From an optimization exercise on the open Yosys and OpenROAD flow, aimed at small area; shortcuts taken in it are not production practice. RTL that was checked went through simulation tests only; none was proved equivalent to the original. Only the layout flow was run in run 5; the RTL was not checked for function there. Power and IR drop assume default switching activity.

$ cat flow/config.mk
export PLATFORM = sky130hd
export DESIGN_NAME = Hq2x
export DESIGN_NICKNAME = Hq2x
export VERILOG_FILES = /design/flow/design.v
export SDC_FILE = /design/flow/constraint.sdc
export NUM_CORES = 4
export LEC_CHECK = 0
export CAP_MARGIN = 0
export CORE_MARGIN = 2
export CORE_UTILIZATION = 65
export CTS_BUF_LIST = sky130_fd_sc_hd__clkbuf_16
export CTS_CLUSTER_DIAMETER = 100
export CTS_CLUSTER_SIZE = 30
export PLACE_DENSITY = 0.75
export SLEW_MARGIN = 0
$ cat flow/constraint.sdc
create_clock -name core_clock -period 8.0 [get_ports {clk}]
set_input_delay 1.6000 -clock core_clock [delete_from_list [all_inputs] [get_ports {clk}]]
set_output_delay 1.6000 -clock core_clock [all_outputs]
set_load 0.01 [all_outputs]
$ cat flow/design.v
module Hq2x #(parameter LENGTH = 16, parameter HALF_DEPTH = 1, parameter DWIDTH = HALF_DEPTH ? 11 : 23)
(
	input             clk,
	input             ce_in,
	input  [DWIDTH:0] inputpixel,
	input             mono,
	input             disable_hq2x,
	input             reset_frame,
	input             reset_line,
	input             ce_out,
	input       [1:0] read_y,
	input             hblank,
	output [DWIDTH:0] outpixel
);
function [5:0] hq_table;
	input [7:0] idx;
begin
	case (idx)
		8'd0: hq_table = 6'd19;
		8'd1: hq_table = 6'd19;
		8'd2: hq_table = 6'd26;
		8'd3: hq_table = 6'd11;
		8'd4: hq_table = 6'd19;
		8'd5: hq_table = 6'd19;
		8'd6: hq_table = 6'd26;
		8'd7: hq_table = 6'd11;
		8'd8: hq_table = 6'd23;
		8'd9: hq_table = 6'd15;
		8'd10: hq_table = 6'd47;
		8'd11: hq_table = 6'd35;
		8'd12: hq_table = 6'd23;
		8'd13: hq_table = 6'd15;
		8'd14: hq_table = 6'd55;
		8'd15: hq_table = 6'd39;
		8'd16: hq_table = 6'd19;
		8'd17: hq_table = 6'd19;
		8'd18: hq_table = 6'd26;
		8'd19: hq_table = 6'd58;
		8'd20: hq_table = 6'd19;
		8'd21: hq_table = 6'd19;
		8'd22: hq_table = 6'd26;
		8'd23: hq_table = 6'd58;
		8'd24: hq_table = 6'd23;
		8'd25: hq_table = 6'd15;
		8'd26: hq_table = 6'd35;
		8'd27: hq_table = 6'd35;
		8'd28: hq_table = 6'd23;
		8'd29: hq_table = 6'd15;
		8'd30: hq_table = 6'd7;
		8'd31: hq_table = 6'd35;
		8'd32: hq_table = 6'd19;
		8'd33: hq_table = 6'd19;
		8'd34: hq_table = 6'd26;
		8'd35: hq_table = 6'd11;
		8'd36: hq_table = 6'd19;
		8'd37: hq_table = 6'd19;
		8'd38: hq_table = 6'd26;
		8'd39: hq_table = 6'd11;
		8'd40: hq_table = 6'd23;
		8'd41: hq_table = 6'd15;
		8'd42: hq_table = 6'd55;
		8'd43: hq_table = 6'd39;
		8'd44: hq_table = 6'd23;
		8'd45: hq_table = 6'd15;
		8'd46: hq_table = 6'd51;
		8'd47: hq_table = 6'd43;
		8'd48: hq_table = 6'd19;
		8'd49: hq_table = 6'd19;
		8'd50: hq_table = 6'd26;
		8'd51: hq_table = 6'd58;
		8'd52: hq_table = 6'd19;
		8'd53: hq_table = 6'd19;
		8'd54: hq_table = 6'd26;
		8'd55: hq_table = 6'd58;
		8'd56: hq_table = 6'd23;
		8'd57: hq_table = 6'd15;
		8'd58: hq_table = 6'd51;
		8'd59: hq_table = 6'd35;
		8'd60: hq_table = 6'd23;
		8'd61: hq_table = 6'd15;
		8'd62: hq_table = 6'd7;
		8'd63: hq_table = 6'd43;
		8'd64: hq_table = 6'd19;
		8'd65: hq_table = 6'd19;
		8'd66: hq_table = 6'd26;
		8'd67: hq_table = 6'd11;
		8'd68: hq_table = 6'd19;
		8'd69: hq_table = 6'd19;
		8'd70: hq_table = 6'd26;
		8'd71: hq_table = 6'd11;
		8'd72: hq_table = 6'd23;
		8'd73: hq_table = 6'd61;
		8'd74: hq_table = 6'd35;
		8'd75: hq_table = 6'd35;
		8'd76: hq_table = 6'd23;
		8'd77: hq_table = 6'd61;
		8'd78: hq_table = 6'd51;
		8'd79: hq_table = 6'd35;
		8'd80: hq_table = 6'd19;
		8'd81: hq_table = 6'd19;
		8'd82: hq_table = 6'd26;
		8'd83: hq_table = 6'd11;
		8'd84: hq_table = 6'd19;
		8'd85: hq_table = 6'd19;
		8'd86: hq_table = 6'd26;
		8'd87: hq_table = 6'd11;
		8'd88: hq_table = 6'd23;
		8'd89: hq_table = 6'd15;
		8'd90: hq_table = 6'd51;
		8'd91: hq_table = 6'd35;
		8'd92: hq_table = 6'd23;
		8'd93: hq_table = 6'd15;
		8'd94: hq_table = 6'd51;
		8'd95: hq_table = 6'd35;
		8'd96: hq_table = 6'd19;
		8'd97: hq_table = 6'd19;
		8'd98: hq_table = 6'd26;
		8'd99: hq_table = 6'd11;
		8'd100: hq_table = 6'd19;
		8'd101: hq_table = 6'd19;
		8'd102: hq_table = 6'd26;
		8'd103: hq_table = 6'd11;
		8'd104: hq_table = 6'd23;
		8'd105: hq_table = 6'd61;
		8'd106: hq_table = 6'd7;
		8'd107: hq_table = 6'd35;
		8'd108: hq_table = 6'd23;
		8'd109: hq_table = 6'd61;
		8'd110: hq_table = 6'd7;
		8'd111: hq_table = 6'd43;
		8'd112: hq_table = 6'd19;
		8'd113: hq_table = 6'd19;
		8'd114: hq_table = 6'd26;
		8'd115: hq_table = 6'd11;
		8'd116: hq_table = 6'd19;
		8'd117: hq_table = 6'd19;
		8'd118: hq_table = 6'd26;
		8'd119: hq_table = 6'd58;
		8'd120: hq_table = 6'd23;
		8'd121: hq_table = 6'd15;
		8'd122: hq_table = 6'd51;
		8'd123: hq_table = 6'd35;
		8'd124: hq_table = 6'd23;
		8'd125: hq_table = 6'd61;
		8'd126: hq_table = 6'd7;
		8'd127: hq_table = 6'd43;
		8'd128: hq_table = 6'd19;
		8'd129: hq_table = 6'd19;
		8'd130: hq_table = 6'd26;
		8'd131: hq_table = 6'd11;
		8'd132: hq_table = 6'd19;
		8'd133: hq_table = 6'd19;
		8'd134: hq_table = 6'd26;
		8'd135: hq_table = 6'd11;
		8'd136: hq_table = 6'd23;
		8'd137: hq_table = 6'd15;
		8'd138: hq_table = 6'd47;
		8'd139: hq_table = 6'd35;
		8'd140: hq_table = 6'd23;
		8'd141: hq_table = 6'd15;
		8'd142: hq_table = 6'd55;
		8'd143: hq_table = 6'd39;
		8'd144: hq_table = 6'd19;
		8'd145: hq_table = 6'd19;
		8'd146: hq_table = 6'd26;
		8'd147: hq_table = 6'd11;
		8'd148: hq_table = 6'd19;
		8'd149: hq_table = 6'd19;
		8'd150: hq_table = 6'd26;
		8'd151: hq_table = 6'd11;
		8'd152: hq_table = 6'd23;
		8'd153: hq_table = 6'd15;
		8'd154: hq_table = 6'd51;
		8'd155: hq_table = 6'd35;
		8'd156: hq_table = 6'd23;
		8'd157: hq_table = 6'd15;
		8'd158: hq_table = 6'd51;
		8'd159: hq_table = 6'd35;
		8'd160: hq_table = 6'd19;
		8'd161: hq_table = 6'd19;
		8'd162: hq_table = 6'd26;
		8'd163: hq_table = 6'd11;
		8'd164: hq_table = 6'd19;
		8'd165: hq_table = 6'd19;
		8'd166: hq_table = 6'd26;
		8'd167: hq_table = 6'd11;
		8'd168: hq_table = 6'd23;
		8'd169: hq_table = 6'd15;
		8'd170: hq_table = 6'd55;
		8'd171: hq_table = 6'd39;
		8'd172: hq_table = 6'd23;
		8'd173: hq_table = 6'd15;
		8'd174: hq_table = 6'd51;
		8'd175: hq_table = 6'd43;
		8'd176: hq_table = 6'd19;
		8'd177: hq_table = 6'd19;
		8'd178: hq_table = 6'd26;
		8'd179: hq_table = 6'd11;
		8'd180: hq_table = 6'd19;
		8'd181: hq_table = 6'd19;
		8'd182: hq_table = 6'd26;
		8'd183: hq_table = 6'd11;
		8'd184: hq_table = 6'd23;
		8'd185: hq_table = 6'd15;
		8'd186: hq_table = 6'd51;
		8'd187: hq_table = 6'd39;
		8'd188: hq_table = 6'd23;
		8'd189: hq_table = 6'd15;
		8'd190: hq_table = 6'd7;
		8'd191: hq_table = 6'd43;
		8'd192: hq_table = 6'd19;
		8'd193: hq_table = 6'd19;
		8'd194: hq_table = 6'd26;
		8'd195: hq_table = 6'd11;
		8'd196: hq_table = 6'd19;
		8'd197: hq_table = 6'd19;
		8'd198: hq_table = 6'd26;
		8'd199: hq_table = 6'd11;
		8'd200: hq_table = 6'd23;
		8'd201: hq_table = 6'd15;
		8'd202: hq_table = 6'd51;
		8'd203: hq_table = 6'd35;
		8'd204: hq_table = 6'd23;
		8'd205: hq_table = 6'd15;
		8'd206: hq_table = 6'd51;
		8'd207: hq_table = 6'd39;
		8'd208: hq_table = 6'd19;
		8'd209: hq_table = 6'd19;
		8'd210: hq_table = 6'd26;
		8'd211: hq_table = 6'd11;
		8'd212: hq_table = 6'd19;
		8'd213: hq_table = 6'd19;
		8'd214: hq_table = 6'd26;
		8'd215: hq_table = 6'd11;
		8'd216: hq_table = 6'd23;
		8'd217: hq_table = 6'd15;
		8'd218: hq_table = 6'd51;
		8'd219: hq_table = 6'd35;
		8'd220: hq_table = 6'd23;
		8'd221: hq_table = 6'd15;
		8'd222: hq_table = 6'd7;
		8'd223: hq_table = 6'd35;
		8'd224: hq_table = 6'd19;
		8'd225: hq_table = 6'd19;
		8'd226: hq_table = 6'd26;
		8'd227: hq_table = 6'd11;
		8'd228: hq_table = 6'd19;
		8'd229: hq_table = 6'd19;
		8'd230: hq_table = 6'd26;
		8'd231: hq_table = 6'd11;
		8'd232: hq_table = 6'd23;
		8'd233: hq_table = 6'd15;
		8'd234: hq_table = 6'd51;
		8'd235: hq_table = 6'd35;
		8'd236: hq_table = 6'd23;
		8'd237: hq_table = 6'd15;
		8'd238: hq_table = 6'd7;
		8'd239: hq_table = 6'd43;
		8'd240: hq_table = 6'd19;
		8'd241: hq_table = 6'd19;
		8'd242: hq_table = 6'd26;
		8'd243: hq_table = 6'd11;
		8'd244: hq_table = 6'd19;
		8'd245: hq_table = 6'd19;
		8'd246: hq_table = 6'd26;
		8'd247: hq_table = 6'd11;
		8'd248: hq_table = 6'd23;
		8'd249: hq_table = 6'd15;
		8'd250: hq_table = 6'd7;
		8'd251: hq_table = 6'd35;
		8'd252: hq_table = 6'd23;
		8'd253: hq_table = 6'd15;
		8'd254: hq_table = 6'd7;
		8'd255: hq_table = 6'd43;
		default: hq_table = 6'd0;
	endcase
end
endfunction
function diff12;
	input [11:0] p1;
	input [11:0] p2;
	reg [4:0] Lp, Hp, Mp;
	reg [5:0] T;
	reg [6:0] S, U, V;
	reg [2:0] rp, rn;
	reg y_in, u_in, v_in, m_in;
begin
	Lp = {1'b0, p1[3:0]}  + {1'b0, ~p2[3:0]};      
	Mp = {1'b0, p1[7:4]}  + {1'b0, ~p2[7:4]};      
	Hp = {1'b0, p1[11:8]} + {1'b0, ~p2[11:8]};     
	T = {1'b0, Lp} + {1'b0, Hp};                   
	S = {1'b0, T} + {2'b00, Mp};                   
	U = {2'b00, Lp} + {2'b00, ~Hp};                
	V = {1'b0, Mp, 1'b0} + {1'b0, ~T};             
	y_in = (S >= 7'd34) && (S <= 7'd56);
	u_in = ((U >= 7'd30) && (U <= 7'd32)) || (U == 7'd29 && p2[0] && !p2[8] && !p1[0] && p1[8]);
	rp = {p2[4], 1'b0} + p1[0] + p1[8];
	rn = {p1[4], 1'b0} + p2[0] + p2[8];
	v_in = ((V >= 7'd61) && (V <= 7'd65)) || (V == 7'd60 && rp >= rn + 3'd3);
	m_in = ((Mp >= 5'd12) && (Mp <= 5'd18)) ||
	       (Mp == 5'd11 && p1[3:1] >= p2[3:1]) ||
	       (Mp == 5'd19 && p1[3:1] <  p2[3:1]);
	diff12 = mono ? !m_in : !(y_in && u_in && v_in);
end
endfunction
function [7:0] wsum;
	input [2:0] typ;
	input [3:0] n1;
	input [3:0] n2;
	input [3:0] n3;
	reg [4:0] m;
	reg t1, t2, t3, t4, t5;
	reg [7:0] r1, r2, r3, r4;
begin
	m = n2 + n3;
	t1 = typ == 3'd1; t2 = typ == 3'd2; t4 = typ == 3'd4; t5 = typ == 3'd5;
	t3 = !(t1 | t2 | t4 | t5);
	r1 = t4 ? {2'b00, n1, 2'b00} : {1'b0, n1, 3'b000};
	r2 = (t1 | t4) ? {1'b0, m, 2'b00} : (t2 | t3) ? {2'b00, m, 1'b0} : {3'b000, n1, 1'b0};
	r3 = t2 ? {3'b000, n1, 1'b0} : (t3 | t5) ? {2'b00, n1, 2'b00} : t4 ? {2'b00, m, 1'b0} : 8'd0;
	r4 = t2 ? {3'b000, n2, 1'b0} : t5 ? {3'b000, m} : 8'd0;
	wsum = r1 + r2 + r3 + r4;
end
endfunction
function [3:0] topn;
	input [7:0] s;
begin
	topn = s[7:4] + ({1'b0, s[7:4]} + {1'b0, s[3:0]} >= 5'd16);
end
endfunction
reg [11:0] Prev0, Prev1, Prev2, Curr0, Curr1, Curr2, Next0, Next1, Next2;
reg [11:0] A, B, D, F, G, H;
reg  [7:0] pattern, nextpatt;
reg  [1:0] cyc;
reg  curbuf;
reg  prevbuf;
wire diff0 = diff12(Curr1, (cyc == 0) ? Prev0 : (cyc == 1) ? Curr0 : (cyc == 2) ? Prev2 : Next1);
wire diff1 = diff12(Curr1, (cyc == 0) ? Prev1 : (cyc == 1) ? Next0 : (cyc == 2) ? Curr2 : Next2);
wire [7:0] new_pattern = {diff1, diff0, pattern[7:2]};
wire [11:0] X = (cyc == 0) ? A : (cyc == 1) ? Prev1 : (cyc == 2) ? Next1 : G;
wire [7:0] nextpatt_nx = (cyc == 3) ?
	{new_pattern[7:6], new_pattern[3], new_pattern[5], new_pattern[2], new_pattern[4], new_pattern[1:0]} :
	{nextpatt[5], nextpatt[3], nextpatt[0], nextpatt[6], nextpatt[1], nextpatt[7], nextpatt[4], nextpatt[2]};
reg [3:0] bl_rule;    
wire is_diff = diff12((bl_rule == 4'd15) ? H : B, (bl_rule == 4'd14) ? F : D);
reg  [2:0] btyp0;
reg [11:0] bi20, bi30;
always @(*) begin
	case({!is_diff, bl_rule})
		1,11,12,13,17: begin btyp0 = 3'd3; bi20 = X; bi30 = X; end
		      2,14,18: begin btyp0 = 3'd3; bi20 = D; bi30 = D; end
		      3,15,19: begin btyp0 = 3'd3; bi20 = B; bi30 = B; end
		   4,20,24,27: begin btyp0 = 3'd1; bi20 = D; bi30 = B; end
		         5,21: begin btyp0 = 3'd1; bi20 = X; bi30 = B; end
		         6,22: begin btyp0 = 3'd1; bi20 = X; bi30 = D; end
		        25,29: begin btyp0 = 3'd4; bi20 = D; bi30 = B; end
		           26: begin btyp0 = 3'd5; bi20 = D; bi30 = B; end
		           28: begin btyp0 = 3'd3; bi20 = D; bi30 = B; end
		           30: begin btyp0 = 3'd2; bi20 = B; bi30 = D; end
		           31: begin btyp0 = 3'd2; bi20 = D; bi30 = B; end
		      default: begin btyp0 = 3'd3; bi20 = Curr0; bi30 = Curr0; end
	endcase
end
reg  [2:0] btyp;
reg [11:0] bi1, bi2, bi3;
wire [7:0] s_hi  = wsum(btyp, bi1[11:8], bi2[11:8], bi3[11:8]);
wire [7:0] s_mid = wsum(btyp, bi1[7:4],  bi2[7:4],  bi3[7:4]);
wire [7:0] s_lo  = wsum(btyp, bi1[3:0],  bi2[3:0],  bi3[3:0]);
wire [11:0] blend_now = mono ? {4'b0000, s_mid + {4'b0000, s_lo[7:4]}}
                             : {topn(s_hi), topn(s_mid), topn(s_lo)};
reg [11:0] bl2, bl3, blend_result;
reg [11:0] ibuf0 [0:LENGTH-2];
reg [11:0] ibuf1 [0:LENGTH-2];
function [11:0] rd_in;
	input sel;
	input [3:0] a;
	reg [11:0] v0, v1;
begin
	v0 = ibuf0[(a == 4'd15) ? 4'd14 : a];
	v1 = ibuf1[(a == 4'd15) ? 4'd14 : a];
	rd_in = sel ? v1 : v0;
end
endfunction
reg [47:0] obuf [0:2*LENGTH-3];
reg  [4:0] read_x;
reg  [4:0] wrout_addr;
reg        wrout_en;
reg [47:0] wrdata;
reg [47:0] q;
reg [23:0] outpixel_x2;
assign outpixel = read_x[0] ? outpixel_x2[23:12] : outpixel_x2[11:0];
wire [3:0] rpos = read_x[4:1];
reg [47:0] q_nx;
integer qi;
always @(*) begin
	q_nx = 48'd0;
	for (qi = 0; qi < 2*LENGTH-2; qi = qi + 1)
		if (rpos == qi[4:1] && read_y[1] == qi[0]) q_nx = q_nx | obuf[qi];
end
always @(posedge clk) begin
	q <= q_nx;
	if (wrout_en && wrout_addr < 5'd30) obuf[wrout_addr] <= wrdata;
	if(ce_out) begin
		if(read_x[0]) outpixel_x2 <= read_y[0] ? q[47:24] : q[23:0];
		if(~hblank & ~&read_x) read_x <= read_x + 1'd1;
		if(hblank) read_x <= 0;
	end
end
reg [3:0] offs;
reg old_reset_line;
reg old_reset_frame;
reg [3:0] wrdata_finished;
reg [4:0] waddr;
wire line_start  = old_reset_line && ~reset_line;
wire frame_start = line_start && old_reset_frame && ~reset_frame;
wire curbuf_next = frame_start ? 1'b0 : line_start ? ~curbuf : curbuf;
always @(posedge clk) begin
	wrout_en <= 0;
	if(ce_in) begin
		bl_rule <= disable_hq2x ? 4'd0 : hq_table(nextpatt_nx) >> 2;
		btyp <= btyp0; bi1 <= Curr0; bi2 <= bi20; bi3 <= bi30;
		bl2 <= blend_now;
		bl3 <= bl2;
		blend_result <= bl3;
		case(cyc)
			0: wrdata[11:0]  <= blend_result;
			1: wrdata[23:12] <= blend_result;
			2: wrdata[47:36] <= blend_result;
			3: wrdata[35:24] <= blend_result;
		endcase
		wrdata_finished <= wrdata_finished << 1;
		if(wrdata_finished[3]) begin
			wrout_en <= 1;
			wrout_addr <= waddr;
		end
		if(~&offs) begin
			if (cyc == 1) begin
				Prev2 <= rd_in(prevbuf, offs);
				Curr2 <= rd_in(curbuf, offs);
				Next2 <= inputpixel;
				if (curbuf_next) ibuf0[offs] <= inputpixel;
				else             ibuf1[offs] <= inputpixel;
			end
			if(cyc==3) begin
				offs <= offs + 1'd1;
				waddr <= {offs, curbuf};
				wrdata_finished[0] <= 1;
			end
		end
		pattern <= new_pattern;
		if(cyc==3) begin
			nextpatt <= {new_pattern[7:6], new_pattern[3], new_pattern[5], new_pattern[2], new_pattern[4], new_pattern[1:0]};
			{A, G} <= {Prev0, Next0};
			{B, F, H, D} <= {Prev1, Curr2, Next1, Curr0};
			{Prev0, Prev1} <= {Prev1, Prev2};
			{Curr0, Curr1} <= {Curr1, Curr2};
			{Next0, Next1} <= {Next1, Next2};
		end else begin
			nextpatt <= {nextpatt[5], nextpatt[3], nextpatt[0], nextpatt[6], nextpatt[1], nextpatt[7], nextpatt[4], nextpatt[2]};
			{B, F, H, D} <= {F, H, D, B};
		end
		cyc <= cyc + 1'b1;
		if(line_start) begin
			old_reset_frame <= reset_frame;
			offs <= 0;
			cyc <= 0;
			curbuf <= ~curbuf;
			prevbuf <= curbuf;
			{Prev0, Prev1, Prev2, Curr0, Curr1, Curr2, Next0, Next1, Next2} <= '0;
			if(old_reset_frame & ~reset_frame) begin
				curbuf <= 0;
				prevbuf <= 0;
			end
		end
		old_reset_line  <= reset_line;
	end
end
endmodule
$ cat flow/run.sh
#!/bin/bash
# synth_recipe.tcl (not shown) runs the flow's synth.tcl, then flattens the netlist and writes it again
# the make line also repeats each setting of config.mk as NAME=value (left out here)
make -C /OpenROAD-flow-scripts/flow DESIGN_CONFIG=/design/flow/config.mk WORK_HOME=/design/flow/orfs CLKGATE_MAP_FILE= SYNTH_SCRIPT=/design/flow/synth_recipe.tcl finish
==> results.cfg, run 1 <==
[logic_synthesis]
synth_xor_area_share_pct = 0.738
netlist_instances = 5654
ys_seq_area_share_pct = 73.5
postSynthAreaPerCell_um2 = 15.9
synth_top_family_by_area = compound AO/OA/AOI/OAI gates
synth-async-reset-ratio_pct = 0
synthesis.area_um2 = 90200
ys_types = 81
ys_seq_elements = 2223
yosys-top-cells-area = edfxtp_1 (72%), a22oi_1 (3.6%), ha_1 (2.5%)
synth-edff-count = 2174
synth_compound_area_share_pct = 11.2
synth.mux.area_fraction_pct = 3.45
synth_flop_cell = edfxtp_1
synth_area_leader_cell = edfxtp_1
synth_top_area_share_pct = 72.4
yosysWarningCount = 1
synth-simple-area-share_pct = 5.56
synthAdderAreaFrac_pct = 3.73
syn_nets = 5912

[setup_path]
required_ps = 8490
crit_slowest_cell = o31ai_4
reg2regPathDepth = 25
worstSetupPathType = reg -> reg
crit_top_cell = inv_1
r2r-start = cyc[0]$_SDFFCE_PP0P_
cp-start-kind = flop
worst_r2r_endpoint = bl_rule[2]$_SDFFCE_PP0P_
cp_slowest_stage_delay_ps = 610
crit_path_max_fanout = 40
cp-end-kind = flop
reg2reg_slack_ps = 1200
crit_arrival_ps = 7290

[placement]
hpwl_um = 138000
io_buffer_count = 33
place.gp.congestion = 0.872

[clock_tree]
root_buffer = clkbuf_16
cts.htree.levels = 3
cts_hold_buf = 0
worstSkewPairLatency_ps = 750
cts.clk_slew.worst_paths_ps = 120
cts_tree = yes
cts_resized = 0
cts_setup_buffers = 0
cts_sinks = 2223
cts_made_buffers = 85
clk_path_buf_depth = 3

[pwr]
cellPowerDensity_nw_per_um2 = 252
p_leak_nw = 31.7
seqPwrFrac_pct = 56.0
pwr-share-comb_pct = 21.3
total_power_mw = 24.1
switchingPower_mw = 6.71
power_switching_share_pct = 27.8
ir_drop_mv = 0.364
p_int_mw = 17.4
clkPwrFrac_pct = 22.7

[grt]
grt_overflow_total = 0
grt_use_total_pct = 35.2
grt_pass1_vias = 51200
antenna_found_initial = 5
grt_max_degree = 78
grt_pass1_wl_um = 357000

[drt]
routed_wl_um = 251000
ant_nets = 0
vias = 53700
wl_per_cell_um = 33.7
drcViolationCount = 0
first_pass_iters = 8
via_per_inst = 7.20
drt_iter0_drc = 9096

[hold_path]
worstHoldPathCells = 0
hp-class = reg -> reg
min_to = wrout_addr[2]$_DFFE_PP_
worstHoldStart = waddr[2]$_DFFE_PP_

[final_layout]
areaGrowthSynthToFinish_pct = 6.18
final_common_cell = edfxtp_1
fin_nets = 5866
fillers = 8852
final_cell_mix = edfxtp_1 (2,174), a22oi_1 (428), nor2_1 (242)
drive_gt1_share_pct = 8.10

[die]
start_util_pct = 65.6
die_area_um2 = 142000
boundaryPins = 34
die_x_um = 376
design.core.area_um2 = 137000
fp.dieH_um = 376
num_rows = 136

[timing]
fin_crit_ps = 6800
rsz0062_at_grt = false
tightest_slew_ps = 1290
finalSetupViolCount = 0
hold_viol = 0
skew_ps = 35.9
slew_headroom_pct = 13.5
finalCritPeriodShare_pct = 85.0
fmax_ghz = 0.147
report.final.slew_viol_count = 0
setup_tns_ps = 0

[flow_run]
max_cap_viol_count = 0

[status]
status = timing/DRC/antenna clean
## worst max-delay path: cells and delay by family (launching register included)
family / cells / cell delay (ps)
flip-flops: 1 / 460
buffers and inverters: 5 / 870
adder cells (fa/ha/maj): 4 / 1620
AND/OR/NAND/NOR: 4 / 940
XOR/XNOR: 1 / 180
AO/OA/AOI/OAI: 11 / 2470
## layer usage
metal | GRT usage (%) | part of all wire (%)
met3 | 6.49 | 12
met5 | 0 | 0.011
met1 | 47.8 | 35
met2 | 57.5 | 48
met4 | 13.2 | 4.3
## Yosys cell counts (all sizes together) (88+ instances only)
library cell  number
a221oi           146
nor2b             88
ha               181
nand4             93
nand2            206
and2             100
a22o             151
a22oi            428
clkbuf           248
inv              133
mux2             123
a21oi            170
nor2             303
nand3            100
mux2i            170
o21ai            126
edfxtp          2174
## worst max path at each step
stage,slack (ps),start,depth (start not counted),end
final,1200,cyc[0]$_SDFFCE_PP0P_,25,bl_rule[2]$_SDFFCE_PP0P_
after global routing,640,cyc[0]$_SDFFCE_PP0P_,29,bl_rule[2]$_SDFFCE_PP0P_
after CTS,1250,cyc[0]$_SDFFCE_PP0P_,25,bl_rule[2]$_SDFFCE_PP0P_
after detailed placement,1280,cyc[0]$_SDFFCE_PP0P_,25,bl_rule[2]$_SDFFCE_PP0P_
after global placement,1320,cyc[0]$_SDFFCE_PP0P_,25,bl_rule[2]$_SDFFCE_PP0P_
after floorplan,1420,cyc[0]$_SDFFCE_PP0P_,32,bl_rule[0]$_SDFFCE_PP0P_
## flip-flops by register name (all words and copies together), names as in the netlist, 24 cells and up
signal	flops
wrdata	48
obuf	1440
ibuf0	180
q	48
outpixel_x2	24
ibuf1	180
## power groups by stage
stage,registers (mW),logic [mW],clock network [mW]
finish,13.5,5.13,5.46
global route,13.5,5.69,5.81
CTS,13.5,5.10,5.45
detailed placement,13.7,5.06,0
global placement,13.7,4.94,0
floorplan,13.6,3.75,0
## kinds of logic (layout without fill, tap and decap cells)
family,after synthesis,in the layout
other cells,0,3
buf+inv,445,456
fa+ha+maj,236,236
xor+xnor,76,76
compound gates,1366,1366
mux,294,294
flops,2223,2223
simple gates,1014,1014
## final cells by class
cell class	count	area (µm²)	share of cell area [%]
clock inverters	58	355	0.371
inverters	136	510	0.533
repair buffers	176	1490	1.56
flip-flops and latches	2223	66300	69.2
diodes	3	7.51	0.00784
clock buffers	86	2150	2.25
multi-input cells	2986	22700	23.7
well taps	1794	2240	2.34
## through the flow
stage          worst slack [ps]  instances  instance area [µm²]  utilization [%]  hold WS (ps)
6_report                   1200       7462                95700             69.6           429
5_1_grt                     643       7459                95700             69.6           436
4_1_cts                    1250       7458                95700             69.6           430
3_5_place_dp               1280       7314                93200             67.8           405
3_3_place_gp               1320       7314                93200             67.8           402
2_1_floorplan              1420       5654                90200                -           400
==> inputs of run 2 (changes only) <==
--- a/flow/config.mk
+++ b/flow/config.mk
@@ -5,11 +5,11 @@
 export SDC_FILE = /design/flow/constraint.sdc
 export NUM_CORES = 4
 export LEC_CHECK = 0
-export CAP_MARGIN = 0
+export CAP_MARGIN = 20
 export CORE_MARGIN = 2
 export CORE_UTILIZATION = 65
 export CTS_BUF_LIST = sky130_fd_sc_hd__clkbuf_16
 export CTS_CLUSTER_DIAMETER = 100
 export CTS_CLUSTER_SIZE = 30
 export PLACE_DENSITY = 0.75
-export SLEW_MARGIN = 0
+export SLEW_MARGIN = 20
==> results.cfg, run 2 <==
[timing]
report.final.slew_viol_count = 0
fin_crit_ps = 6760
finalSetupViolCount = 0
tightest_slew_ps = 1190
setup_tns_ps = 0
holdWs_ps = 425
setup_ws_ps = 1240
finalCritPeriodShare_pct = 84.5
fmax_ghz = 0.148
slew_headroom_pct = 20.8
skew_ps = 41.8
hold_viol = 0
rsz0062_at_grt = false

[drt]
routed_wl_um = 251000
wl_per_cell_um = 33.6
drcViolationCount = 0
ant_nets = 0
via_per_inst = 7.19
vias = 53700
drt_iter0_drc = 8817
first_pass_iters = 14

[clock_tree]
cts.htree.levels = 3
cts_resized = 0
cts_setup_buffers = 0
cts_tree = yes
cts.clk_slew.worst_paths_ps = 120
worstSkewPairLatency_ps = 760
clk_path_buf_depth = 3
root_buffer = clkbuf_16
cts_hold_buf = 0
cts_made_buffers = 86
cts_sinks = 2223

[final_layout]
largest_registers = obuf: 1440 flops, ibuf0: 180 flops, ibuf1: 180 flops
largest_reg_flops = 1440
fillers = 8831
drive_gt1_share_pct = 8.53
final_util_pct = 69.7
fin_nets = 5872
final_common_cell = edfxtp_1
areaGrowthSynthToFinish_pct = 6.33
final_cell_mix = edfxtp_1 (2,174), a22oi_1 (428), nor2_1 (229)
top_register = obuf
fin_cells = 7470
finalInstanceArea_um2 = 95900

[setup_path]
worstSetupPathType = reg -> reg
reg2reg_slack_ps = 1240
worst_r2r_endpoint = bl_rule[2]$_SDFFCE_PP0P_
crit_path_max_fanout = 40
crit_arrival_ps = 7260
cp-end-kind = flop
reg2regPathDepth = 25
r2r-start = cyc[0]$_SDFFCE_PP0P_
cp-start-kind = flop
required_ps = 8500

[hold_path]
worstHoldPathCells = 0
min_to = bl3[10]$_DFFE_PP_
hp-class = reg -> reg
worstHoldStart = bl2[10]$_SDFFCE_PP0P_

[die]
fp.dieH_um = 376
boundaryPins = 34
start_util_pct = 65.6
design.core.area_um2 = 137000
num_rows = 136
die_x_um = 376
die_area_um2 = 142000

[grt]
grt_util_met1_pct = 47.8
grt_pass1_wl_um = 357000
grt_max_degree = 78
grt_use_total_pct = 35.3
grt_overflow_total = 0
top_usage_layer = met2
grt_pass1_vias = 51300
use_met2_pct = 57.3
use_met3_pct = 6.80
antenna_found_initial = 6

[pwr]
pwr-share-comb_pct = 21.2
p_int_mw = 17.4
total_power_mw = 24.1
power_switching_share_pct = 27.9
clkPwrFrac_pct = 22.8
p_leak_nw = 31.8
switchingPower_mw = 6.73
seqPwrFrac_pct = 56.0
ir_drop_mv = 0.362
cellPowerDensity_nw_per_um2 = 251

[logic_synthesis]
synth_compound_area_share_pct = 11.2
ys_types = 81
yosys-top-cells-area = edfxtp_1 (72%), a22oi_1 (3.6%), ha_1 (2.5%)
syn_nets = 5912
netlist_instances = 5654
synthesis.area_um2 = 90200
ys_top_cells_by_count = edfxtp_1 (2,174), a22oi_1 (428), nor2_1 (302)
synthAdderAreaFrac_pct = 3.73
synth_flop_cell = edfxtp_1
ys_seq_elements = 2223
synth_area_leader_cell = edfxtp_1
synth_top_family_by_area = compound AO/OA/AOI/OAI gates
synth_xor_area_share_pct = 0.738
synth-async-reset-ratio_pct = 0
synth.mux.area_fraction_pct = 3.45
synth-simple-area-share_pct = 5.56
postSynthAreaPerCell_um2 = 15.9
synth_top_area_share_pct = 72.4
ys_seq_area_share_pct = 73.5
synth-edff-count = 2174
yosysWarningCount = 1
synth_most_common_cell = edfxtp_1

[status]
status = timing/DRC/antenna clean

[placement]
place.gp.congestion = 0.872
hpwl_um = 139000
dpl_worst_slack_ps = 1290
io_buffer_count = 33
place_inst = 7316
place_area_um2 = 93300

[flow_run]
max_cap_viol_count = 0
run 2: changes by cell type in the layout (fill, tap and decap cells not counted), moves of 2 or more:
cell and change:
buf_16 +3, buf_2 +7, clkdlybuf4s50_1 -7, clkinv_8 -2
inv_16 +2, inv_6 -2, nor2_1 -13, nor2_2 +13
run 2: kinds of logic after synthesis:
| family | count (synthesis) |
|---|---|
| DFF | 2223 |
| AOI/OAI and AO/OA | 1366 |
| muxes | 294 |
| buffers and inverters | 445 |
| xor gates and xnor gates | 76 |
| adders and majority gates | 236 |
| and+or+nand+nor | 1014 |
run 2: area by class of cell:
| type | instances | area [µm²] | area share [%] |
|---|---|---|---|
| Antenna cell | 4 | 10.0 | 0.0104 |
| Clock buffer | 87 | 2180 | 2.27 |
| Clock inverter | 59 | 358 | 0.373 |
| Inverter | 136 | 510 | 0.533 |
| Multi-Input combinational cell | 2986 | 22700 | 23.7 |
| Sequential cell | 2223 | 66300 | 69.1 |
| Tap cell | 1794 | 2240 | 2.34 |
| Timing Repair Buffer | 181 | 1570 | 1.63 |
run 2: power groups by stage:
stage | sequential [mW] | combinational, mW | clock (mW)
2_1_floorplan | 13.6 | 3.75 | 0
3_3_place_gp | 13.7 | 4.94 | 0
3_5_place_dp | 13.7 | 5.07 | 0
4_1_cts | 13.5 | 5.10 | 5.47
5_1_grt | 13.5 | 5.69 | 5.82
6_report | 13.5 | 5.12 | 5.50
run 2: layer usage:
| layer | up-vias | share of wire, % |
|---|---|---|
| li1 | 22300 | - |
| met1 | 26700 | 35 |
| met2 | 4007 | 47 |
| met3 | 725 | 12 |
| met4 | 8 | 4.9 |
| met5 | - | 0.049 |
run 2: worst max-delay path by stage:
stage / startpoint / end / slack [ps]
after floorplan: cyc[0]$_SDFFCE_PP0P_ / bl_rule[0]$_SDFFCE_PP0P_ / 1420
after global placement: cyc[0]$_SDFFCE_PP0P_ / bl_rule[2]$_SDFFCE_PP0P_ / 1320
after detailed placement: cyc[0]$_SDFFCE_PP0P_ / bl_rule[2]$_SDFFCE_PP0P_ / 1290
after CTS: cyc[0]$_SDFFCE_PP0P_ / bl_rule[2]$_SDFFCE_PP0P_ / 1250
after global routing: cyc[0]$_SDFFCE_PP0P_ / bl_rule[2]$_SDFFCE_PP0P_ / 730
final: cyc[0]$_SDFFCE_PP0P_ / bl_rule[2]$_SDFFCE_PP0P_ / 1240
run 2: critical path, cell delays in order (launching register included):
cell and delay [ps]:
edfxtp_1 460, inv_1 120, ha_2 440, buf_4 500, nor2b_1 90, a211oi_1 230
o31a_1 210, inv_1 70, fa_1 520, inv_1 110, ha_1 340, a21o_1 180
a21oi_1 170, xnor2_1 180, inv_1 70, ha_1 330, nor2b_1 150, o21a_1 190
or4b_2 600, a21oi_1 160, nor3_1 100, o31ai_4 610, o21ai_0 190, o31a_1 140
o311ai_1 260, a21oi_1 100
==> inputs of run 3 (changes only) <==
--- a/flow/config.mk
+++ b/flow/config.mk
@@ -7,9 +7,9 @@
 export LEC_CHECK = 0
 export CAP_MARGIN = 20
 export CORE_MARGIN = 2
-export CORE_UTILIZATION = 65
+export CORE_UTILIZATION = 75
 export CTS_BUF_LIST = sky130_fd_sc_hd__clkbuf_16
 export CTS_CLUSTER_DIAMETER = 100
 export CTS_CLUSTER_SIZE = 30
-export PLACE_DENSITY = 0.75
+export PLACE_DENSITY = 0.85
 export SLEW_MARGIN = 20
==> results.cfg, run 3 <==
[clock_tree]
cts_tree = yes
cts_resized = 0
clk_path_buf_depth = 3
cts.clk_slew.worst_paths_ps = 120
cts_hold_buf = 0
worstSkewPairLatency_ps = 750
cts.htree.levels = 3
cts_sinks = 2223
cts_setup_buffers = 0
cts_made_buffers = 84
root_buffer = clkbuf_16

[setup_path]
r2r-start = cyc[0]$_SDFFCE_PP0P_
reg2reg_slack_ps = 910
crit_path_max_fanout = 31
reg2regPathDepth = 25
cp-end-kind = flop
endpoint = bl_rule[2]$_SDFFCE_PP0P_
worstSetupPathType = reg -> reg
worst_r2r_endpoint = bl_rule[2]$_SDFFCE_PP0P_
startpoint = cyc[0]$_SDFFCE_PP0P_
crit_arrival_ps = 7590
cp-start-kind = flop
required_ps = 8500

[drt]
ant_nets = 0
via_per_inst = 7.60
vias = 55400
wl_per_cell_um = 34.9
first_pass_iters = 9
drcViolationCount = 0
drt_iter0_drc = 10700
routed_wl_um = 254000

[logic_synthesis]
syn_nets = 5912
yosysWarningCount = 1
synth-async-reset-ratio_pct = 0
synth_most_common_cell = edfxtp_1
ys_seq_elements = 2223
postSynthAreaPerCell_um2 = 15.9
ys_seq_area_share_pct = 73.5
ys_types = 81
synth_top_area_share_pct = 72.4
synth_area_leader_cell = edfxtp_1
synth_flop_cell = edfxtp_1
yosys-top-cells-area = edfxtp_1 (72%), a22oi_1 (3.6%), ha_1 (2.5%)
synthesis.area_um2 = 90200
netlist_instances = 5654
ys_top_cells_by_count = edfxtp_1 (2,174), a22oi_1 (428), nor2_1 (302)
synth-edff-count = 2174

[timing]
slew_headroom_pct = 14.2
fmax_ghz = 0.141
setup_tns_ps = 0
rsz0062_at_grt = false
fin_crit_ps = 7090
report.final.slew_viol_count = 0
hold_viol = 0
tightest_slew_ps = 1280
skew_ps = 34.4
finalSetupViolCount = 0
finalCritPeriodShare_pct = 88.6

[die]
die_area_um2 = 123000
die_x_um = 351
start_util_pct = 75.3
design.core.area_um2 = 120000
boundaryPins = 34
num_rows = 127
fp.dieH_um = 351

[final_layout]
finalInstanceArea_um2 = 95500
largest_registers = obuf: 1440 flops, ibuf0: 180 flops, ibuf1: 180 flops
final_util_pct = 79.8
fillers = 6136
largest_reg_flops = 1440
final_common_cell = edfxtp_1
areaGrowthSynthToFinish_pct = 5.95
drive_gt1_share_pct = 8.44
final_cell_mix = edfxtp_1 (2,174), a22oi_1 (428), nor2_1 (229)
fin_nets = 5869
top_register = obuf

[grt]
grt_use_total_pct = 41.3
grt_max_degree = 85
grt_pass1_vias = 53700
grt_pass1_wl_um = 360000
grt_overflow_total = 0
antenna_found_initial = 3

[pwr]
cellPowerDensity_nw_per_um2 = 251
ir_drop_mv = 0.438
p_leak_nw = 31.8

[placement]
place.gp.congestion = 0.920
hpwl_um = 140000
io_buffer_count = 33
place_area_um2 = 93000

[hold_path]
hp-class = reg -> reg

[flow_run]
max_cap_viol_count = 0

[status]
status = timing/DRC/antenna clean
## run 3: power breakdown
group	total, mW	internal [mW]	switching [mW]
registers	13.5	13.2	0.323
clock network	5.33	1.97	3.36
logic	5.13	2.13	2.99
total	24.0	17.3	6.68
## run 3: logic make-up (layout without fill, tap and decap cells)
group,Yosys count,in the layout,share of synthesized area [%]
other,0,2,0
muxes,294,294,3.45
adders and majority gates,236,236,3.73
AOI/OAI and AO/OA,1366,1366,11.2
DFF,2223,2223,73.5
buffers and inverters,445,463,1.87
and+or+nand+nor,1014,1014,5.56
xor gates and xnor gates,76,76,0.738
## run 3: layer usage
metal	track usage, %	wire [µm]	up-vias
met5	0	17	-
met4	24.5	17800	4
met3	8.89	38100	1118
met2	65.6	119000	5316
met1	53.3	79600	26700
li1	-	-	22300
## run 3: worst min path at each step
stage | start | endpoint | slack (ps) | cells after the start
after floorplan | bl2[0]$_DFFE_PP_ | bl3[0]$_DFFE_PP_ | 400 | 0
after global placement | waddr[3]$_DFFE_PP_ | wrout_addr[3]$_DFFE_PP_ | 400 | 0
after detailed placement | bl3[9]$_DFFE_PP_ | blend_result[9]$_DFFE_PP_ | 400 | 0
after CTS | bl3[1]$_DFFE_PP_ | blend_result[1]$_DFFE_PP_ | 430 | 0
after global routing | bl3[9]$_DFFE_PP_ | blend_result[9]$_DFFE_PP_ | 440 | 0
final | waddr[4]$_DFFE_PP_ | wrout_addr[4]$_DFFE_PP_ | 420 | 0
## run 3: per-stage QoR
step	cells	power (mW)	hold slack, ps	worst slack (ps)
after floorplan	5654	17.3	400	1420
after global placement	7131	18.6	401	1190
after detailed placement	7133	18.8	405	1040
after CTS	7280	23.8	430	1010
after global routing	7284	24.8	439	482
final	7286	24.0	423	908
## run 3: area by class of cell
| cell class | instances | area (µm²) | area share [%] |
|---|---|---|---|
| tap | 1612 | 2020 | 2.11 |
| sequential | 2223 | 66300 | 69.4 |
| multi-input combinational | 2986 | 22700 | 23.8 |
| inverter | 136 | 510 | 0.534 |
| clock buffer | 84 | 2100 | 2.20 |
| clock inverter | 63 | 334 | 0.350 |
| timing repair buffer | 180 | 1550 | 1.62 |
| antenna | 2 | 5.00 | 0.00524 |
## run 3: worst max-delay path, stage by stage, from the launching register on
cell and delay [ps]:
edfxtp_1 470, inv_1 130, ha_2 610, buf_4 480, nor2b_1 90, a211oi_1 280
o31a_1 200, inv_1 70, fa_1 530, inv_1 110, ha_1 340, a21o_1 190
a21oi_1 180, xnor2_1 180, inv_1 70, ha_1 330, nor2b_1 150, o21a_1 200
or4b_2 610, a21oi_1 160, nor3_1 100, o31ai_4 660, o21ai_0 190, o31a_1 140
o311ai_1 260, a21oi_1 110
==> inputs of run 4 (changes only) <==
--- a/flow/design.v
+++ b/flow/design.v
@@ -384,22 +384,36 @@
 reg [47:0] obuf [0:2*LENGTH-3];
 reg  [4:0] read_x;
 reg  [4:0] wrout_addr;
-reg        wrout_en;
-reg [47:0] wrdata;
-reg [47:0] q;
+reg        wrout_en, wrout_en_d;
+reg [47:0] wrdata;           
+reg [11:0] blend_result_d;
+reg  [1:0] cyc_d;
+reg        ce_in_d;
+reg  [4:0] raddr;
 reg [23:0] outpixel_x2;
 assign outpixel = read_x[0] ? outpixel_x2[23:12] : outpixel_x2[11:0];
-wire [3:0] rpos = read_x[4:1];
-reg [47:0] q_nx;
+reg [47:0] q;
 integer qi;
 always @(*) begin
-	q_nx = 48'd0;
+	q = 48'd0;
 	for (qi = 0; qi < 2*LENGTH-2; qi = qi + 1)
-		if (rpos == qi[4:1] && read_y[1] == qi[0]) q_nx = q_nx | obuf[qi];
+		if (raddr == qi) q = q | obuf[qi];
 end
 always @(posedge clk) begin
-	q <= q_nx;
-	if (wrout_en && wrout_addr < 5'd30) obuf[wrout_addr] <= wrdata;
+	raddr <= {read_x[4:1], read_y[1]};
+	wrout_en_d <= wrout_en;
+	blend_result_d <= blend_result;
+	cyc_d <= cyc;
+	ce_in_d <= ce_in;
+	if (ce_in_d) begin
+		case(cyc_d)
+			0: wrdata[11:0]  <= blend_result_d;
+			1: wrdata[23:12] <= blend_result_d;
+			2: wrdata[47:36] <= blend_result_d;
+			3: wrdata[35:24] <= blend_result_d;
+		endcase
+	end
+	if (wrout_en_d && wrout_addr < 5'd30) obuf[wrout_addr] <= wrdata;
 	if(ce_out) begin
 		if(read_x[0]) outpixel_x2 <= read_y[0] ? q[47:24] : q[23:0];
 		if(~hblank & ~&read_x) read_x <= read_x + 1'd1;
@@ -422,12 +436,6 @@
 		bl2 <= blend_now;
 		bl3 <= bl2;
 		blend_result <= bl3;
-		case(cyc)
-			0: wrdata[11:0]  <= blend_result;
-			1: wrdata[23:12] <= blend_result;
-			2: wrdata[47:36] <= blend_result;
-			3: wrdata[35:24] <= blend_result;
-		endcase
 		wrdata_finished <= wrdata_finished << 1;
 		if(wrdata_finished[3]) begin
 			wrout_en <= 1;
--- a/flow/config.mk
+++ b/flow/config.mk
@@ -7,9 +7,9 @@
 export LEC_CHECK = 0
 export CAP_MARGIN = 20
 export CORE_MARGIN = 2
-export CORE_UTILIZATION = 75
+export CORE_UTILIZATION = 65
 export CTS_BUF_LIST = sky130_fd_sc_hd__clkbuf_16
 export CTS_CLUSTER_DIAMETER = 100
 export CTS_CLUSTER_SIZE = 30
-export PLACE_DENSITY = 0.85
+export PLACE_DENSITY = 0.75
 export SLEW_MARGIN = 20
==> results.cfg, run 4 <==
[placement]
io_buffer_count = 33
dpl_worst_slack_ps = 1020
hpwl_um = 135000
place.gp.congestion = 0.882

[final_layout]
areaGrowthSynthToFinish_pct = 6.24
final_cell_mix = edfxtp_1 (2,174), nor2_1 (266), a21oi_1 (235)
largest_reg_flops = 1440
fillers = 8841
diodes = 0
seqCellArea_um2 = 65700
top_register = obuf
largest_registers = obuf: 1440 flops, ibuf0: 180 flops, ibuf1: 180 flops
multi_input_area_um2 = 22600
drive_gt1_share_pct = 7.66
final_common_cell = edfxtp_1
fin_nets = 5878

[setup_path]
worstSetupPathType = reg -> reg
worst_r2r_endpoint = bi3[0]$_DFFE_PP_
crit_path_max_fanout = 24
reg2reg_slack_ps = 970
reg2regPathDepth = 19
r2r-start = bl_rule[1]$_SDFFCE_PP0P_
crit_arrival_ps = 7610
cp-start-kind = flop
endpoint = bi3[0]$_DFFE_PP_
cp-end-kind = flop
required_ps = 8580
startpoint = bl_rule[1]$_SDFFCE_PP0P_

[drt]
routed_wl_um = 244000
ant_nets = 0
vias = 53300
drcViolationCount = 0
drt_iter0_drc = 8943
first_pass_iters = 8
wl_per_cell_um = 32.7
via_per_inst = 7.13

[logic_synthesis]
ys_types = 79
yosysWarningCount = 1
yosys-top-cells-area = edfxtp_1 (73%), ha_1 (2.5%), a221oi_1 (2.1%)
synth_flop_cell = edfxtp_1
synthesis.area_um2 = 89600
synth_top_area_share_pct = 72.9
postSynthAreaPerCell_um2 = 15.8
ys_seq_elements = 2196
syn_nets = 5926
netlist_instances = 5668
synth_most_common_cell = edfxtp_1
synth-async-reset-ratio_pct = 0
ys_top_cells_by_count = edfxtp_1 (2,174), nor2_1 (334), clkbuf_1 (264)
ys_seq_area_share_pct = 73.4
synth-edff-count = 2174
synth_area_leader_cell = edfxtp_1

[grt]
grt_use_total_pct = 34.5
antenna_found_initial = 3
grt_pass1_vias = 50900
grt_overflow_total = 0
grt_max_degree = 134
grt_pass1_wl_um = 350000

[flow_run]
max_cap_viol_count = 0

[timing]
fin_crit_ps = 7030
setup_tns_ps = 0
report.final.slew_viol_count = 0
holdWs_ps = 344
fmax_ghz = 0.142
skew_ps = 77.1
finalCritPeriodShare_pct = 87.9
tightest_slew_ps = 1230
slew_headroom_pct = 17.9
rsz0062_at_grt = false
setup_ws_ps = 970
hold_viol = 0
finalSetupViolCount = 0

[pwr]
p_leak_nw = 31.4
cellPowerDensity_nw_per_um2 = 254
ir_drop_mv = 0.401

[die]
die_x_um = 375
design.core.area_um2 = 137000
fp.dieH_um = 375
start_util_pct = 65.3
num_rows = 136
die_area_um2 = 141000
boundaryPins = 34

[clock_tree]
cts_setup_buffers = 0
root_buffer = clkbuf_16
cts.htree.levels = 3
worstSkewPairLatency_ps = 780
cts_tree = yes
cts.clk_slew.worst_paths_ps = 110
cts_hold_buf = 0
cts_sinks = 2196
cts_made_buffers = 85
clk_path_buf_depth = 3
cts_resized = 0

[hold_path]
hp-class = reg -> reg

[status]
status = timing/DRC/antenna clean
run 4: changes by cell type in the layout (fill, tap and decap cells not counted), moves of 42 or more:
cell | before | now
a21oi_1 | 169 | 235
a221oi_1 | 146 | 219
a22o_1 | 151 | 217
a22oi_1 | 428 | 209
mux2_2 | 122 | 80
nor2b_1 | 87 | 42
nor3_1 | 15 | 70
run 4: layout make-up:
type                            count  share of cell area [%]
Multi-Input combinational cell   3011                    23.8
Inverter                          148                   0.584
Clock inverter                     62                   0.440
Clock buffer                       85                    2.24
Timing Repair Buffer              178                    1.55
Sequential cell                  2196                    69.1
Tap cell                         1794                    2.36
run 4: how the worst min path moves through the flow:
stage	start	end	slack [ps]	cells after the start
final	wrout_en$_SDFF_PN0_	wrout_en_d$_DFF_P_	340	0
after global routing	wrout_en$_SDFF_PN0_	wrout_en_d$_DFF_P_	350	0
after CTS	wrout_en$_SDFF_PN0_	wrout_en_d$_DFF_P_	350	0
after detailed placement	wrout_en$_SDFF_PN0_	wrout_en_d$_DFF_P_	320	0
after global placement	wrout_en$_SDFF_PN0_	wrout_en_d$_DFF_P_	310	0
after floorplan	wrout_en$_SDFF_PN0_	wrout_en_d$_DFF_P_	310	0
run 4: per-stage QoR:
stage	std cells	util, %	total power [mW]	instance area [µm²]
2_1_floorplan	5668	-	17.4	89600
3_3_place_gp	7324	67.5	18.8	92500
3_5_place_dp	7325	67.5	18.9	92600
4_1_cts	7472	69.3	24.1	95100
5_1_grt	7474	69.4	25.2	95200
6_report	7474	69.4	24.2	95200
run 4: critical path: stages, from the launching register on:
cell	delay [ps]
edfxtp_1	580
nand4_2	500
mux2_2	410
ha_1	170
inv_1	70
fa_1	610
inv_1	120
fa_1	430
xor2_1	400
inv_1	100
ha_1	300
a211oi_1	310
nor2_1	100
xor2_1	160
or4_1	580
a221oi_4	400
a211oi_1	160
nor3_2	740
and4_4	530
a221o_1	210
run 4: power breakdown:
group          leakage [nW]  internal (mW)  switching (mW)
registers              19.9           13.0           0.302
clock network          1.41           2.02            3.40
logic                  10.0           2.24            3.18
total                  31.4           17.3            6.88
run 4: cell families after synthesis:
kind of cell / share of synthesized area (%)
mux: 3.13
simple gates: 5.59
buf+inv: 1.95
flops: 73.4
xor+xnor: 0.772
compound gates: 11.4
fa+ha+maj: 3.76
run 4: metal layers:
| metal | up-vias | GRT usage, % | part of all wire (%) |
|---|---|---|---|
| li1 | 22400 | - | - |
| met4 | 0 | 12.7 | 4.2 |
| met5 | - | 0 | 0 |
| met3 | 625 | 6.35 | 12 |
| met1 | 26500 | 46.9 | 36 |
| met2 | 3827 | 56.3 | 48 |
==> inputs of run 5 (changes only) <==
--- a/flow/design.v
+++ b/flow/design.v
@@ -276,14 +276,14 @@
 	endcase
 end
 endfunction
-function diff12;
+function [1:0] diff2;
 	input [11:0] p1;
 	input [11:0] p2;
 	reg [4:0] Lp, Hp, Mp;
 	reg [5:0] T;
 	reg [6:0] S, U, V;
 	reg [2:0] rp, rn;
-	reg y_in, u_in, v_in, m_in;
+	reg y_in, u_in, v_in, m_in, u_in_r, v_in_r, m_in_r;
 begin
 	Lp = {1'b0, p1[3:0]}  + {1'b0, ~p2[3:0]};      
 	Mp = {1'b0, p1[7:4]}  + {1'b0, ~p2[7:4]};      
@@ -293,14 +293,28 @@
 	U = {2'b00, Lp} + {2'b00, ~Hp};                
 	V = {1'b0, Mp, 1'b0} + {1'b0, ~T};             
 	y_in = (S >= 7'd34) && (S <= 7'd56);
-	u_in = ((U >= 7'd30) && (U <= 7'd32)) || (U == 7'd29 && p2[0] && !p2[8] && !p1[0] && p1[8]);
+	u_in   = ((U >= 7'd30) && (U <= 7'd32)) || (U == 7'd29 && p2[0] && !p2[8] && !p1[0] && p1[8]);
+	u_in_r = ((U >= 7'd30) && (U <= 7'd32)) || (U == 7'd33 && p1[0] && !p1[8] && !p2[0] && p2[8]);
 	rp = {p2[4], 1'b0} + p1[0] + p1[8];
 	rn = {p1[4], 1'b0} + p2[0] + p2[8];
-	v_in = ((V >= 7'd61) && (V <= 7'd65)) || (V == 7'd60 && rp >= rn + 3'd3);
-	m_in = ((Mp >= 5'd12) && (Mp <= 5'd18)) ||
-	       (Mp == 5'd11 && p1[3:1] >= p2[3:1]) ||
-	       (Mp == 5'd19 && p1[3:1] <  p2[3:1]);
-	diff12 = mono ? !m_in : !(y_in && u_in && v_in);
+	v_in   = ((V >= 7'd61) && (V <= 7'd65)) || (V == 7'd60 && rp >= rn + 3'd3);
+	v_in_r = ((V >= 7'd61) && (V <= 7'd65)) || (V == 7'd66 && rn >= rp + 3'd3);
+	m_in   = ((Mp >= 5'd12) && (Mp <= 5'd18)) ||
+	         (Mp == 5'd11 && p1[3:1] >= p2[3:1]) ||
+	         (Mp == 5'd19 && p1[3:1] <  p2[3:1]);
+	m_in_r = ((Mp >= 5'd12) && (Mp <= 5'd18)) ||
+	         (Mp == 5'd11 && p1[3:1] >  p2[3:1]) ||
+	         (Mp == 5'd19 && p1[3:1] <= p2[3:1]);
+	diff2 = mono ? {!m_in, !m_in_r} : {!(y_in && u_in && v_in), !(y_in && u_in_r && v_in_r)};
+end
+endfunction
+function diff12;
+	input [11:0] p1;
+	input [11:0] p2;
+	reg [1:0] d;
+begin
+	d = diff2(p1, p2);
+	diff12 = d[1];
 end
 endfunction
 function [7:0] wsum;
@@ -342,7 +356,10 @@
 	{new_pattern[7:6], new_pattern[3], new_pattern[5], new_pattern[2], new_pattern[4], new_pattern[1:0]} :
 	{nextpatt[5], nextpatt[3], nextpatt[0], nextpatt[6], nextpatt[1], nextpatt[7], nextpatt[4], nextpatt[2]};
 reg [3:0] bl_rule;    
-wire is_diff = diff12((bl_rule == 4'd15) ? H : B, (bl_rule == 4'd14) ? F : D);
+reg x_bd, x_db, x_bf, x_fb, x_hd, x_dh, x_fh, x_hf;
+reg t_db, t_bd, t_dh, t_hd, t_fb, t_bf;
+wire [1:0] rd = diff2((cyc[1] ? Curr2 : Curr0), (cyc[0] ? Next1 : Prev1));
+wire is_diff = (bl_rule == 4'd15) ? x_hd : (bl_rule == 4'd14) ? x_bf : x_bd;
 reg  [2:0] btyp0;
 reg [11:0] bi20, bi30;
 always @(*) begin
@@ -361,14 +378,12 @@
 		      default: begin btyp0 = 3'd3; bi20 = Curr0; bi30 = Curr0; end
 	endcase
 end
-reg  [2:0] btyp;
-reg [11:0] bi1, bi2, bi3;
-wire [7:0] s_hi  = wsum(btyp, bi1[11:8], bi2[11:8], bi3[11:8]);
-wire [7:0] s_mid = wsum(btyp, bi1[7:4],  bi2[7:4],  bi3[7:4]);
-wire [7:0] s_lo  = wsum(btyp, bi1[3:0],  bi2[3:0],  bi3[3:0]);
+wire [7:0] s_hi  = wsum(btyp0, Curr0[11:8], bi20[11:8], bi30[11:8]);
+wire [7:0] s_mid = wsum(btyp0, Curr0[7:4],  bi20[7:4],  bi30[7:4]);
+wire [7:0] s_lo  = wsum(btyp0, Curr0[3:0],  bi20[3:0],  bi30[3:0]);
 wire [11:0] blend_now = mono ? {4'b0000, s_mid + {4'b0000, s_lo[7:4]}}
                              : {topn(s_hi), topn(s_mid), topn(s_lo)};
-reg [11:0] bl2, bl3, blend_result;
+reg [11:0] bl1, bl2, bl3, blend_result;
 reg [11:0] ibuf0 [0:LENGTH-2];
 reg [11:0] ibuf1 [0:LENGTH-2];
 function [11:0] rd_in;
@@ -432,8 +447,8 @@
 	wrout_en <= 0;
 	if(ce_in) begin
 		bl_rule <= disable_hq2x ? 4'd0 : hq_table(nextpatt_nx) >> 2;
-		btyp <= btyp0; bi1 <= Curr0; bi2 <= bi20; bi3 <= bi30;
-		bl2 <= blend_now;
+		bl1 <= blend_now;
+		bl2 <= bl1;
 		bl3 <= bl2;
 		blend_result <= bl3;
 		wrdata_finished <= wrdata_finished << 1;
@@ -456,16 +471,24 @@
 			end
 		end
 		pattern <= new_pattern;
+		case (cyc)
+			0: {t_db, t_bd} <= rd;
+			1: {t_dh, t_hd} <= rd;
+			2: {t_fb, t_bf} <= rd;
+			default: ;
+		endcase
 		if(cyc==3) begin
 			nextpatt <= {new_pattern[7:6], new_pattern[3], new_pattern[5], new_pattern[2], new_pattern[4], new_pattern[1:0]};
 			{A, G} <= {Prev0, Next0};
 			{B, F, H, D} <= {Prev1, Curr2, Next1, Curr0};
+			{x_db, x_bd, x_dh, x_hd, x_fb, x_bf, x_fh, x_hf} <= {t_db, t_bd, t_dh, t_hd, t_fb, t_bf, rd};
 			{Prev0, Prev1} <= {Prev1, Prev2};
 			{Curr0, Curr1} <= {Curr1, Curr2};
 			{Next0, Next1} <= {Next1, Next2};
 		end else begin
 			nextpatt <= {nextpatt[5], nextpatt[3], nextpatt[0], nextpatt[6], nextpatt[1], nextpatt[7], nextpatt[4], nextpatt[2]};
 			{B, F, H, D} <= {F, H, D, B};
+			{x_bd, x_db, x_bf, x_fb, x_hd, x_dh, x_fh, x_hf} <= {x_fb, x_bf, x_fh, x_hf, x_db, x_bd, x_hd, x_dh};
 		end
 		cyc <= cyc + 1'b1;
 		if(line_start) begin
==> results.cfg, run 5 <==
[status]
status = timing/DRC/antenna clean

[final_layout]
final_common_cell = edfxtp_1
fillers = 8805
final_cell_mix = edfxtp_1 (2,161), nor2_1 (261), a21oi_1 (224)
largest_reg_flops = 1440
largest_registers = obuf: 1440 flops, ibuf0: 180 flops, ibuf1: 180 flops
fin_nets = 5814
areaGrowthSynthToFinish_pct = 6.01
drive_gt1_share_pct = 8.31
top_register = obuf

[clock_tree]
cts_made_buffers = 84
cts_tree = yes
worstSkewPairLatency_ps = 750
clk_path_buf_depth = 3
cts.clk_slew.worst_paths_ps = 120
root_buffer = clkbuf_16
cts.htree.levels = 3
cts_hold_buf = 0
cts_sinks = 2183

[logic_synthesis]
synthesis.area_um2 = 89200
netlist_instances = 5604
synth-edff-count = 2161
synth_top_area_share_pct = 72.8
ys_seq_area_share_pct = 73.3
postSynthAreaPerCell_um2 = 15.9
synth_most_common_cell = edfxtp_1
synth-async-reset-ratio_pct = 0
yosys-top-cells-area = edfxtp_1 (73%), ha_1 (2.6%), a22o_1 (2.2%)
ys_seq_elements = 2183
yosysWarningCount = 1
syn_nets = 5868
synth_flop_cell = edfxtp_1
ys_top_cells_by_count = edfxtp_1 (2,161), nor2_1 (332), clkbuf_1 (252)
ys_types = 92
synth_area_leader_cell = edfxtp_1

[die]
die_area_um2 = 140000
die_x_um = 374
fp.dieH_um = 374
boundaryPins = 34
start_util_pct = 65.7
num_rows = 135
design.core.area_um2 = 136000

[drt]
vias = 52600
via_per_inst = 7.13
first_pass_iters = 7
drt_iter0_drc = 8973
ant_nets = 0
routed_wl_um = 239000
wl_per_cell_um = 32.4
drcViolationCount = 0

[grt]
grt_max_degree = 83
grt_pass1_vias = 50800
grt_pass1_wl_um = 343000
grt_use_total_pct = 33.8
antenna_found_initial = 2
grt_overflow_total = 0

[timing]
report.final.slew_viol_count = 0
setup_ws_ps = 401
skew_ps = 51.4
finalCritPeriodShare_pct = 95.0
fin_crit_ps = 7600
finalSetupViolCount = 0
slew_headroom_pct = 15.8
setup_tns_ps = 0
rsz0062_at_grt = false
tightest_slew_ps = 1260
holdWs_ps = 338
hold_viol = 0
fmax_ghz = 0.132

[pwr]
cellPowerDensity_nw_per_um2 = 261
power_switching_share_pct = 28.7
clkPwrFrac_pct = 21.5
pwr-share-comb_pct = 25.0
switchingPower_mw = 7.08
seqPwrFrac_pct = 53.5
p_int_mw = 17.6
p_leak_nw = 31.1
ir_drop_mv = 0.429

[setup_path]
cp_slowest_stage_delay_ps = 620
crit_arrival_ps = 8050
worstSetupPathType = reg -> reg
required_ps = 8450
crit_top_cell = ha_1
cp-start-kind = flop
crit_slowest_cell = nor3b_2
cp-end-kind = flop
crit_path_max_fanout = 13

[placement]
hpwl_um = 132000
io_buffer_count = 33
place.gp.congestion = 0.926
dpl_worst_slack_ps = 537

[flow_run]
max_cap_viol_count = 0

[hold_path]
hp-class = reg -> reg
==> run 5: cell types whose count changed in the layout (fill, tap and decap cells not counted), sizes merged, moves of 12 or more <==
| cell | delta |
|---|---|
| a221o | -12 |
| edfxtp | -13 |
| mux2 | +22 |
| nand2 | -26 |
| o22ai | -27 |
==> run 5: power groups by stage <==
stage	Sequential [mW]	Clock, mW	Combinational (mW)
2_1_floorplan	13.3	0	4.80
3_3_place_gp	13.4	0	5.90
3_5_place_dp	13.4	0	6.12
4_1_cts	13.2	5.31	6.16
5_1_grt	13.2	5.64	6.94
6_report	13.2	5.30	6.16
==> run 5: path summary, 6_finish.rpt <==
kind	depth (start not counted)	slack, ps	from	end
setup / recovery	27	400	bl_rule[2]$_SDFFCE_PP0P_	bl1[2]$_DFFE_PP_
hold / removal	0	340	wrout_en$_SDFF_PN0_	wrout_en_d$_DFF_P_
setup reg to reg	27	400	bl_rule[2]$_SDFFCE_PP0P_	bl1[2]$_DFFE_PP_
hold reg to reg	0	340	wrout_en$_SDFF_PN0_	wrout_en_d$_DFF_P_
==> run 5: cell families (layout without fill, tap and decap cells) <==
group / count (synthesis) / in the layout / share of synthesized area, %
AND/OR/NAND/NOR: 1001 / 1001 / 5.41
multiplexers: 287 / 287 / 3.40
flip-flops: 2183 / 2183 / 73.3
AO/OA/AOI/OAI: 1330 / 1330 / 11.1
other: 0 / 1 / 0
adder cells (fa/ha/maj): 242 / 242 / 3.86
XOR/XNOR: 86 / 86 / 0.845
buffers and inverters: 475 / 470 / 2.08
==> run 5: area by class of cell <==
type / count / area, µm² / share of cell area (%)
Sequential cell: 2183 / 65300 / 69.1
Clock buffer: 85 / 2130 / 2.25
Timing Repair Buffer: 180 / 1430 / 1.51
Antenna cell: 1 / 2.50 / 0.00265
Inverter: 155 / 582 / 0.616
Multi-Input combinational cell: 2946 / 22500 / 23.8
Tap cell: 1781 / 2230 / 2.36
Clock inverter: 50 / 288 / 0.304
==> run 5: per-stage QoR <==
stage	instances	area, µm²	utilization, %	total power [mW]
2_1_floorplan	5604	89200	-	18.1
3_3_place_gp	7245	92100	67.8	19.3
3_5_place_dp	7245	92100	67.8	19.6
4_1_cts	7380	94500	69.6	24.6
5_1_grt	7380	94500	69.6	25.8
6_report	7381	94500	69.6	24.6
==> run 5: timing repair <==
action,4_1_cts,5_1_grt
buffers inserted,0,0
gates resized for setup,0,1
setup endpoints to repair,0,2
==> run 5: metal layers <==
| layer | vias to the layer above | global-route usage, % | wire, µm |
|---|---|---|---|
| met5 | - | 0 | 18 |
| met4 | 2 | 13.1 | 11000 |
| met3 | 619 | 6.01 | 28100 |
| met2 | 3678 | 55.5 | 115000 |
| met1 | 26200 | 45.5 | 84800 |
| li1 | 22100 | - | - |
==> run 5: critical path: cells and delay by family, from the launching register on <==
kind	cells	cell delay (ps)
fa+ha+maj	9	3100
simple gates	5	1350
compound gates	7	1180
xor+xnor	3	710
flops	1	580
buf+inv	3	390

==> re-timing with driven ports <==
No port has a modelled driver above. Below, the same layouts with a new extraction and two added sets of constraints. Step 1 (the two cells are an assumption about what drives the block):
set clk [get_ports {clk}]
set_driving_cell -lib_cell sky130_fd_sc_hd__clkbuf_16 $clk
set_driving_cell -lib_cell sky130_fd_sc_hd__buf_2 [delete_from_list [all_inputs] $clk]
Step 2 moves the port delays by t, midway between the first and last clock arrival at a register: inputs arrive t later, outputs are due t later. That takes back most of the time a late clock gives input paths. Slacks: no drivers / after step 1 / after step 2; pairs: no drivers / after step 1.
run | t, ns | setup WS [ns] | worst setup path after step 2 | clock arrival spread, ns
run 1 | 0.808 | 1.199 / 1.199 / 1.199 | register to register | 0.046 / 0.045
run 2 | 0.806 | 1.238 / 1.238 / 1.238 | register to register | 0.054 / 0.054
run 3 | 0.804 | 0.908 / 0.908 / 0.908 | register to register | 0.039 / 0.039
run 4 | 0.820 | 0.970 / 0.970 / 0.970 | register to register | 0.087 / 0.087
run 5 | 0.805 | 0.401 / 0.401 / 0.401 | register to register | 0.058 / 0.057
After both steps setup and hold are still met in every run listed.
